This is an optimization exercise on Yosys and OpenROAD, whose aim is small area and a short achievable clock period, not a production implementation. Function was checked by simulation only, so behaviour that the tests miss may differ from the original. Power and IR drop assume default switching activity.

## job 8597
// CircuitTest
module CircuitTest (a,b,c,z,x,clk,rst);
input [63:0] a, b, c;
input clk,rst;
output reg [31:0] z, x;
reg [32:0] ar, yr;
reg er;
  ...
For scale: roughly 130 flip-flops, ~0.011 mm² of cells after synthesis.
==> flow/config.mk <==
export PLATFORM = sky130hd
export DESIGN_NAME = CircuitTest
export DESIGN_NICKNAME = CircuitTest
export VERILOG_FILES = /design/flow/design.v
export SDC_FILE = /design/flow/constraint.sdc
export NUM_CORES = 4
export LEC_CHECK = 0
export ABC_AREA = 1
export CAP_MARGIN = 20
export CORE_MARGIN = 2
export CORE_UTILIZATION = 35
export CTS_BUF_LIST = sky130_fd_sc_hd__clkbuf_8
export SETUP_SLACK_MARGIN = 4.4
export SLEW_MARGIN = 20
export SYNTH_HIERARCHICAL = 1
export TNS_END_PERCENT = 0
==> flow/constraint.sdc <==
create_clock -name core_clock -period 7.5 [get_ports {clk}]
set_input_delay 1.5000 -clock core_clock [delete_from_list [all_inputs] [get_ports {clk}]]
set_output_delay 1.5000 -clock core_clock [all_outputs]
set_load 0.01 [all_outputs]
standard.sh (not shown) runs the stock make flow with config.mk's settings and CLKGATE_MAP_FILE= SYNTH_SCRIPT=/design/flow/synth_recipe.tcl, a recipe that flattens the netlist after the stock synthesis.
==> flow/flow/run.sh <==
#!/bin/bash
# Own layout flow: the standard ORFS flow (standard.sh) with these changes:
#  - synthesis script flow/mixsynth.tcl: synth_recipe.tcl with ABC run per module,
#    the small gate modules (g_*) with ORFS's speed script and the top module with
#    ORFS's area script (ABC_AREA 1); hierarchy is flattened at the end as before;
#  - no Yosys full/half-adder extraction (ADDER_MAP_FILE empty);
#  - ABC sizes for a 2 fF load (ABC_LOAD_IN_FF), so gate modules get small cells;
#  - the port buffers that buffer_ports puts on every input and output are
#    sky130_fd_sc_hd__buf_1 instead of the default delay buffer.
# Make's full output goes to flow_make.log here; each ORFS step keeps its own log
# under orfs/logs/.
set -uo pipefail
here=$(pwd)
bash standard.sh ADDER_MAP_FILE= ABC_LOAD_IN_FF=2 \
  "SYNTH_SCRIPT=$here/flow/mixsynth.tcl" \
  "BUFFER_PORTS_ARGS=-buffer_cell sky130_fd_sc_hd__buf_1" \
  finish > flow_make.log 2>&1
==> flow/flow/mixsynth.tcl <==
# The standard flow's synthesis script (synth_recipe.tcl) with one change: ABC maps the small
# gate modules (g_*) with ORFS's speed script, which keeps XOR and MUX cells,
# and the rest of the design with ORFS's area script.
proc synth {args} { yosys synth -nofsm -noshare {*}$args }
proc abc {args} {
  set i [lsearch -exact $args -script]
  set speed [lreplace $args $i [expr {$i + 1}] -script $::env(SCRIPTS_DIR)/abc_speed.script]
  set area [lreplace $args $i [expr {$i + 1}] -script $::env(SCRIPTS_DIR)/abc_area.script]
  foreach m [split [string trim [yosys tee -q -s result.string select -list-mod =g_*]] "\n"] {
    if {$m ne ""} { yosys abc {*}$speed =$m }
  }
  yosys abc {*}$area =$::env(DESIGN_NAME)
}
source $::env(SCRIPTS_DIR)/synth.tcl
# left out here: clear keep_hierarchy, flatten, clean up, hide names made inside functions, write 1_2_yosys.v
Input-level comparison between job 8780 and job 8597:
diff --git a/flow/config.mk b/flow/config.mk
--- a/flow/config.mk
+++ b/flow/config.mk
@@ -10,3 +10,3 @@
 export CORE_MARGIN = 2
-export CORE_UTILIZATION = 35
+export CORE_UTILIZATION = 45
 export CTS_BUF_LIST = sky130_fd_sc_hd__clkbuf_8
### Flow results
NOTE number of nets in the final layout job 8597->job 8780 decreased slightly
Portion of total power attributed to combinational logic (higher): job 8780
Comparing job 8597 with job 8780, the global-route wire length before repair came out essentially unchanged.
In the final design statistics, job 8780 uses fewer standard cells in total than job 8597.
--- input diff job 8780..job 1831 ---
diff --git a/flow/config.mk b/flow/config.mk
--- a/flow/config.mk
+++ b/flow/config.mk
@@ -10,5 +10,5 @@
 export CORE_MARGIN = 2
-export CORE_UTILIZATION = 45
+export CORE_UTILIZATION = 40
 export CTS_BUF_LIST = sky130_fd_sc_hd__clkbuf_8
-export SETUP_SLACK_MARGIN = 4.4
+export SETUP_SLACK_MARGIN = 4.3
 export SLEW_MARGIN = 20
==> results.txt <==
| share of final layout cell area taken by clock buffers and inverters | job 1831 vs job 8780 | 0.43 points higher |. Routed wire in job 1831 totals less than in job 8780. Between job 1831 and job 8780, initial antenna violation count is lower for job 8780, job 1831 comes in above that. On clock skew after layout, job 1831 tracks job 8780 almost exactly. Number of global-route vias before repair of job 1831 exceeds that of job 8780 slightly. Job 1831 ended with less final critical-path share of the clock period than job 8780. Job 1831 vs job 8780: number of buffers other than clock buffers in the final layout down in job 1831. Worst hold slack after final layout delta (job 1831 -> job 8780): insignificant. For the setup slack, job 1831 came in 0.11 ns higher than job 8780 did.
diff inputs: job 1831 => job 8126
diff --git a/flow/config.mk b/flow/config.mk
--- a/flow/config.mk
+++ b/flow/config.mk
@@ -12,5 +12,5 @@
 export CTS_BUF_LIST = sky130_fd_sc_hd__clkbuf_8
-export SETUP_SLACK_MARGIN = 4.3
+export SETUP_SLACK_MARGIN = 4.4
 export SLEW_MARGIN = 20
 export SYNTH_HIERARCHICAL = 1
-export TNS_END_PERCENT = 0
+export TNS_END_PERCENT = 20
Results
Compared with job 1831, in job 8126 post-route clock period utilization fell 0.24 points; global-route usage about even.
The estimated power of job 8126 ends up higher than the estimate for job 1831.
On multi-input gate share of the layout cell area: between job 8126 and job 1831, it ends up higher for job 1831.
Taking job 1831 as the reference, in job 8126 layout buffer count excluding clock buffers climbed 8; wire length on met2 shows an increase of 200 µm; clock power share ~0 delta.
Modified inputs, job 6404 compared to job 8126
diff --git a/flow/config.mk b/flow/config.mk
--- a/flow/config.mk
+++ b/flow/config.mk
@@ -12,5 +12,5 @@
 export CTS_BUF_LIST = sky130_fd_sc_hd__clkbuf_8
-export SETUP_SLACK_MARGIN = 4.4
+export SETUP_SLACK_MARGIN = 4.6
 export SLEW_MARGIN = 20
 export SYNTH_HIERARCHICAL = 1
-export TNS_END_PERCENT = 20
+export TNS_END_PERCENT = 0
--- outcome ---
Job 6404: no failed stages, no open violations at the end
In terms of final cell count, job 6404 and job 8126 differ only marginally.
Taking job 8126 as the reference, in job 6404 max-slew headroom at the worst pin shrank by 0.23 points; relative contribution of combinational cells to total power shrank by 0.2 points.
Changes in job 7077 relative to job 6404:
diff --git a/flow/config.mk b/flow/config.mk
--- a/flow/config.mk
+++ b/flow/config.mk
@@ -12,3 +12,3 @@
 export CTS_BUF_LIST = sky130_fd_sc_hd__clkbuf_8
-export SETUP_SLACK_MARGIN = 4.6
+export SETUP_SLACK_MARGIN = 4.2
 export SLEW_MARGIN = 20
### Flow results
Post-route minimum period: job 7077 and job 6404 compared, lower one is job 6404
Count of TritonRoute iterations in the first routing pass in job 7077 is 1 lower than in job 6404
Per the comparison of job 7077 with job 6404, slew at the pin with the worst max-slew slack shows no meaningful change; total power shows an increase of 0.018 mW; share of flip-flops with an asynchronous set or reset shows no meaningful change.

CircuitTest again, from the RTL that the note above started with.
==> flow/config.mk <==
export PLATFORM = sky130hd
export DESIGN_NAME = CircuitTest
export DESIGN_NICKNAME = CircuitTest
export VERILOG_FILES = /design/flow/design.v
export SDC_FILE = /design/flow/constraint.sdc
export NUM_CORES = 4
export LEC_CHECK = 0
export ABC_AREA = 1
export CAP_MARGIN = 20
export CORE_MARGIN = 2
export CORE_UTILIZATION = 40
export CTS_BUF_LIST = sky130_fd_sc_hd__clkbuf_8
export SETUP_SLACK_MARGIN = 4.4
export SLEW_MARGIN = 20
export SYNTH_HIERARCHICAL = 1
export TNS_END_PERCENT = 0
==> flow/constraint.sdc <==
create_clock -name core_clock -period 7.5 [get_ports {clk}]
set_input_delay 1.5000 -clock core_clock [delete_from_list [all_inputs] [get_ports {clk}]]
set_output_delay 1.5000 -clock core_clock [all_outputs]
set_load 0.01 [all_outputs]
==> flow/flow/run.sh <==
#!/bin/bash
# Own layout flow: the standard ORFS flow (standard.sh) with these changes:
#  - synthesis script flow/mixsynth.tcl: synth_recipe.tcl with ABC run per module,
#    the small gate modules (g_*) with ORFS's speed script and the top module with
#    ORFS's area script (ABC_AREA 1); hierarchy is flattened at the end as before;
#  - no Yosys full/half-adder extraction (ADDER_MAP_FILE empty);
#  - ABC sizes for a 2 fF load (ABC_LOAD_IN_FF), so gate modules get small cells;
#  - the port buffers that buffer_ports puts on every input and output are
#    sky130_fd_sc_hd__buf_1 instead of the default delay buffer.
# Make's full output goes to flow_make.log here; each ORFS step keeps its own log
# under orfs/logs/.
set -uo pipefail
here=$(pwd)
bash standard.sh ADDER_MAP_FILE= ABC_LOAD_IN_FF=2 \
  "SYNTH_SCRIPT=$here/flow/mixsynth.tcl" \
  "BUFFER_PORTS_ARGS=-buffer_cell sky130_fd_sc_hd__buf_1" \
  SETUP_MOVE_SEQUENCE=sizeup,swap,buffer,clone,split \
  finish > flow_make.log 2>&1
Scripts as last shown in full above: flow/flow/mixsynth.tcl
The baseline completed without violations.
==> next run, changes <==
--- a/flow/flow/run.sh
+++ b/flow/flow/run.sh
@@ -17 +16,0 @@
-  SETUP_MOVE_SEQUENCE=sizeup,swap,buffer,clone,split \
- CTS_BUF_LIST: sky130_fd_sc_hd__clkbuf_8 -> sky130_fd_sc_hd__clkbuf_4
- CTS_CLUSTER_SIZE: default -> 8
Outcome: Power came out lower by 1.9%. Worst setup slack got worse by 18 ps. Wire length rises by 4.0%. Maximum frequency drops by 0.57%. Flip-flop and latch count is unchanged. Count of clock-buffer cells in the layout goes up by 3. Hold slack improved by 36 ps. Clock power came out lower by 15%. Global-route usage goes down by 0.44 points. Sequential power barely changes.
==> next run, changes <==
- CTS_CLUSTER_SIZE: 8 -> default
- SETUP_SLACK_MARGIN: 4.4 -> 4.2
The changed run passed the timing, design-rule and antenna checks. Clock skew is about the same. Cell area came out lower by about 2.2%. Clock-buffer cell count stays the same. Via count goes down by about 1%.
==> next run, changes <==
- CTS_BUF_LIST: sky130_fd_sc_hd__clkbuf_4 -> sky130_fd_sc_hd__clkbuf_8
- PLACE_DENSITY: default -> 0.8
- SETUP_SLACK_MARGIN: 4.2 -> 4.4
=> Worst setup slack loses 7.4 ps. Critical path depth stays the same. First-iteration DRC count increases by a little under a tenth. Power hardly moves.
==> next run, changes <==
- CTS_BUF_LIST: sky130_fd_sc_hd__clkbuf_8 -> sky130_fd_sc_hd__clkbuf_4 sky130_fd_sc_hd__clkbuf_8
- PLACE_DENSITY: 0.8 -> default
Routed wire length grows by 3.0%.
Non-clock buffer count rose by 6.
Worst hold slack gains 18 ps.
Cell count barely changes.
Utilization came out higher by 0.70 points.
Worst setup slack gains 42 ps.
First-iteration DRC count goes down by 0.81%.
Sequential cell count stays the same.
Maximum frequency climbs by 1.3%.
==> next run, changes <==
- CTS_BUF_LIST: sky130_fd_sc_hd__clkbuf_4 sky130_fd_sc_hd__clkbuf_8 -> sky130_fd_sc_hd__clkbuf_8
- TNS_END_PERCENT: 0 -> 100
Effect: The changed run completed with no timing, DRC or antenna violations; setup slack degrades by 44 ps; via count is higher by 3.1%; clock-buffer cell count shrinks by 3; worst hold slack improves by 10 ps; final cell count went up by 0.93%; synthesized area is unchanged; global-route usage goes up by 1.8 points.

Another version of the RTL of CircuitTest (not shown whole).
Size in the first run: about 1800 cells after synthesis, about 130 flip-flops.
Settings: LEC_CHECK=0, ABC_AREA=1, CAP_MARGIN=20, CORE_MARGIN=2, CORE_UTILIZATION=40, CTS_BUF_LIST=sky130_fd_sc_hd__clkbuf_8, SETUP_SLACK_MARGIN=4.2, SLEW_MARGIN=20, TNS_END_PERCENT=0; clock period 7.5 ns.
==> flow/flow/run.sh <==
#!/bin/bash
# Own layout flow: the standard ORFS flow (standard.sh) with two changes:
#  - no Yosys full/half-adder extraction (ADDER_MAP_FILE empty), so ABC maps the
#    hand-written prefix carry logic itself;
#  - the port buffers that buffer_ports inserts on every input and output are
#    sky130_fd_sc_hd__buf_1 instead of the default delay buffer.
# Make's full output goes to flow_make.log here; each ORFS step keeps its own log
# under orfs/logs/.
set -uo pipefail
bash standard.sh ADDER_MAP_FILE= \
  "BUFFER_PORTS_ARGS=-buffer_cell sky130_fd_sc_hd__buf_1" \
  finish > flow_make.log 2>&1
Edit:
Settings changed: CORE_UTILIZATION 40 to 50, SETUP_SLACK_MARGIN 4.2 to 4.
Clock skew grows by 0.0034 ns.
Power shrinks by about 1.7%.
Setup slack hardly moves.
Critical path depth is lower by 1.
Utilization goes up by 11 points.
Wire length drops by 9.8%.
Cell count shrinks by about 3%.
Worst hold slack gets better by 0.017 ns.
Cell area goes down by about 1.8%.
Via count went down by about 0.8%.
Combinational power barely changes.
Edit:
Settings changed: CORE_UTILIZATION 50 to 40, CTS_BUF_LIST sky130_fd_sc_hd__clkbuf_8 to default.
After rerunning: Hold slack degrades by 0.010 ns. Clock-buffer cell count stays the same. Cell area goes up by 2.1%. Via count goes up by 1.4%. Synthesized area is unchanged. Cell count goes up by 2.8%. Fmax came out lower by 0.83%. Power came out higher by 8.8%. Wire length is higher by 11%. First-iteration DRC count decreases by 10%.
Edit:
Settings changed: CTS_BUF_LIST from default to sky130_fd_sc_hd__clkbuf_8.
Result: Final area is lower by 0.92%; setup slack gains 0.0043 ns; via count is lower by 0.50%; total power is lower by 6.9%; sequential power stays flat; routed wire length is about the same; utilization is lower by 0.45 points; clock skew is higher by 0.0039 ns.

CircuitTest with an RTL version that a note above also has.
Size: roughly 1600 cells after synthesis, about 260 I/O pins, roughly 11000 sq um of cells after synthesis.
export LEC_CHECK = 0
export ABC_AREA = 1
export CAP_MARGIN = 20
export CORE_MARGIN = 2
export CORE_UTILIZATION = 40
export CTS_BUF_LIST = sky130_fd_sc_hd__clkbuf_8
export SETUP_SLACK_MARGIN = 4.4
export SLEW_MARGIN = 20
export SYNTH_HIERARCHICAL = 1
export TNS_END_PERCENT = 0
create_clock -name core_clock -period 7.5 [get_ports {clk}]
==> flow/flow/run.sh <==
#!/bin/bash
# Own layout flow: the standard ORFS flow (standard.sh) with these changes:
#  - synthesis script flow/mixsynth.tcl: synth_recipe.tcl with ABC run per module,
#    the small gate modules (g_*) with ORFS's speed script and the top module with
#    ORFS's area script (ABC_AREA 1); hierarchy is flattened at the end as before;
#  - no Yosys full/half-adder extraction (ADDER_MAP_FILE empty);
#  - ABC sizes for a 2 fF load (ABC_LOAD_IN_FF), so gate modules get small cells;
#  - the port buffers that buffer_ports puts on every input and output are
#    sky130_fd_sc_hd__buf_1 instead of the default delay buffer.
# Make's full output goes to flow_make.log here; each ORFS step keeps its own log
# under orfs/logs/.
set -uo pipefail
here=$(pwd)
bash standard.sh ADDER_MAP_FILE= ABC_LOAD_IN_FF=2 \
  "SYNTH_SCRIPT=$here/flow/mixsynth.tcl" \
  "BUFFER_PORTS_ARGS=-buffer_cell sky130_fd_sc_hd__buf_1" \
  finish > flow_make.log 2>&1
Scripts as last shown in full above: flow/flow/mixsynth.tcl
Then changed:
GPL_TIMING_DRIVEN = 0   (was unset)
Effect: Routed wire length drops by 2.3%; global-route usage is lower by 0.84 points; combinational power came out higher by about 3%.

==> static timing again, ports no longer ideal <==
In the flow no input, the clock included, has a driving cell. The finished layouts below were timed again as built, in two steps. Step 1 (the two cells are an assumption about what drives the block):
set clk [get_ports {clk}]
set_driving_cell -lib_cell sky130_fd_sc_hd__clkbuf_16 $clk
set_driving_cell -lib_cell sky130_fd_sc_hd__buf_2 [delete_from_list [all_inputs] $clk]
Step 2 times the ports against the registers' clock, not the clock port: input delays grow and output delays shrink by t, the midpoint of the rising clock arrivals with the driver on. Slacks: ideal / step 1 / step 2; pairs: ideal / step 1.
run | t (ns) | setup slack, ns | hold slack, ns | pins driven straight from the clock port
job 8597 | 0.479 | 4.242 / 4.224 / 3.745 | 0.809 / 0.809 / 0.809 | 1
job 8780 | 0.477 | 4.188 / 4.192 / 3.714 | 0.833 / 0.833 / 0.833 | 1
job 1831 | 0.486 | 4.301 / 4.319 / 3.832 | 0.832 / 0.832 / 0.832 | 1
job 8126 | 0.484 | 4.319 / 4.336 / 3.852 | 0.830 / 0.830 / 0.830 | 1
job 6404 | 0.484 | 4.310 / 4.325 / 3.841 | 0.809 / 0.809 / 0.809 | 1
job 7077 | 0.488 | 4.266 / 4.285 / 3.796 | 0.807 / 0.807 / 0.807 | 1
the first run of note 2 | 0.484 | 4.310 / 4.325 / 3.841 | 0.809 / 0.809 / 0.809 | 1
the second run of note 2 | 0.574 | 4.292 / 4.284 / 3.710 | 0.845 / 0.845 / 0.845 | 1
the third run of note 2 | 0.569 | 4.272 / 4.284 / 3.715 | 0.823 / 0.823 / 0.823 | 1
the fourth run of note 2 | 0.465 | 4.264 / 4.277 / 3.812 | 0.791 / 0.791 / 0.791 | 1
the fifth run of note 2 | 0.484 | 4.306 / 4.321 / 3.837 | 0.808 / 0.808 / 0.808 | 1
the sixth run of note 2 | 0.497 | 4.261 / 4.266 / 3.768 | 0.819 / 0.819 / 0.819 | 1
the first run of note 3 | 0.502 | 4.074 / 4.096 / 3.593 | 0.777 / 0.777 / 0.777 | 1
the second run of note 3 | 0.472 | 4.077 / 4.064 / 3.593 | 0.794 / 0.794 / 0.794 | 1
the third run of note 3 | 0.475 | 4.048 / 4.075 / 3.600 | 0.784 / 0.784 / 0.784 | 1
the fourth run of note 3 | 0.493 | 4.052 / 4.075 / 3.582 | 0.780 / 0.780 / 0.780 | 1
the first run of note 4 | 0.484 | 4.310 / 4.325 / 3.841 | 0.809 / 0.809 / 0.809 | 1
the second run of note 4 | 0.473 | 4.311 / 4.298 / 3.825 | 0.765 / 0.765 / 0.765 | 1
After both steps every run listed still meets setup and hold. For the second run of note 2, which loses most, drivers alone change the setup slack by -0.008 ns; drivers and shift together by -0.582 ns.
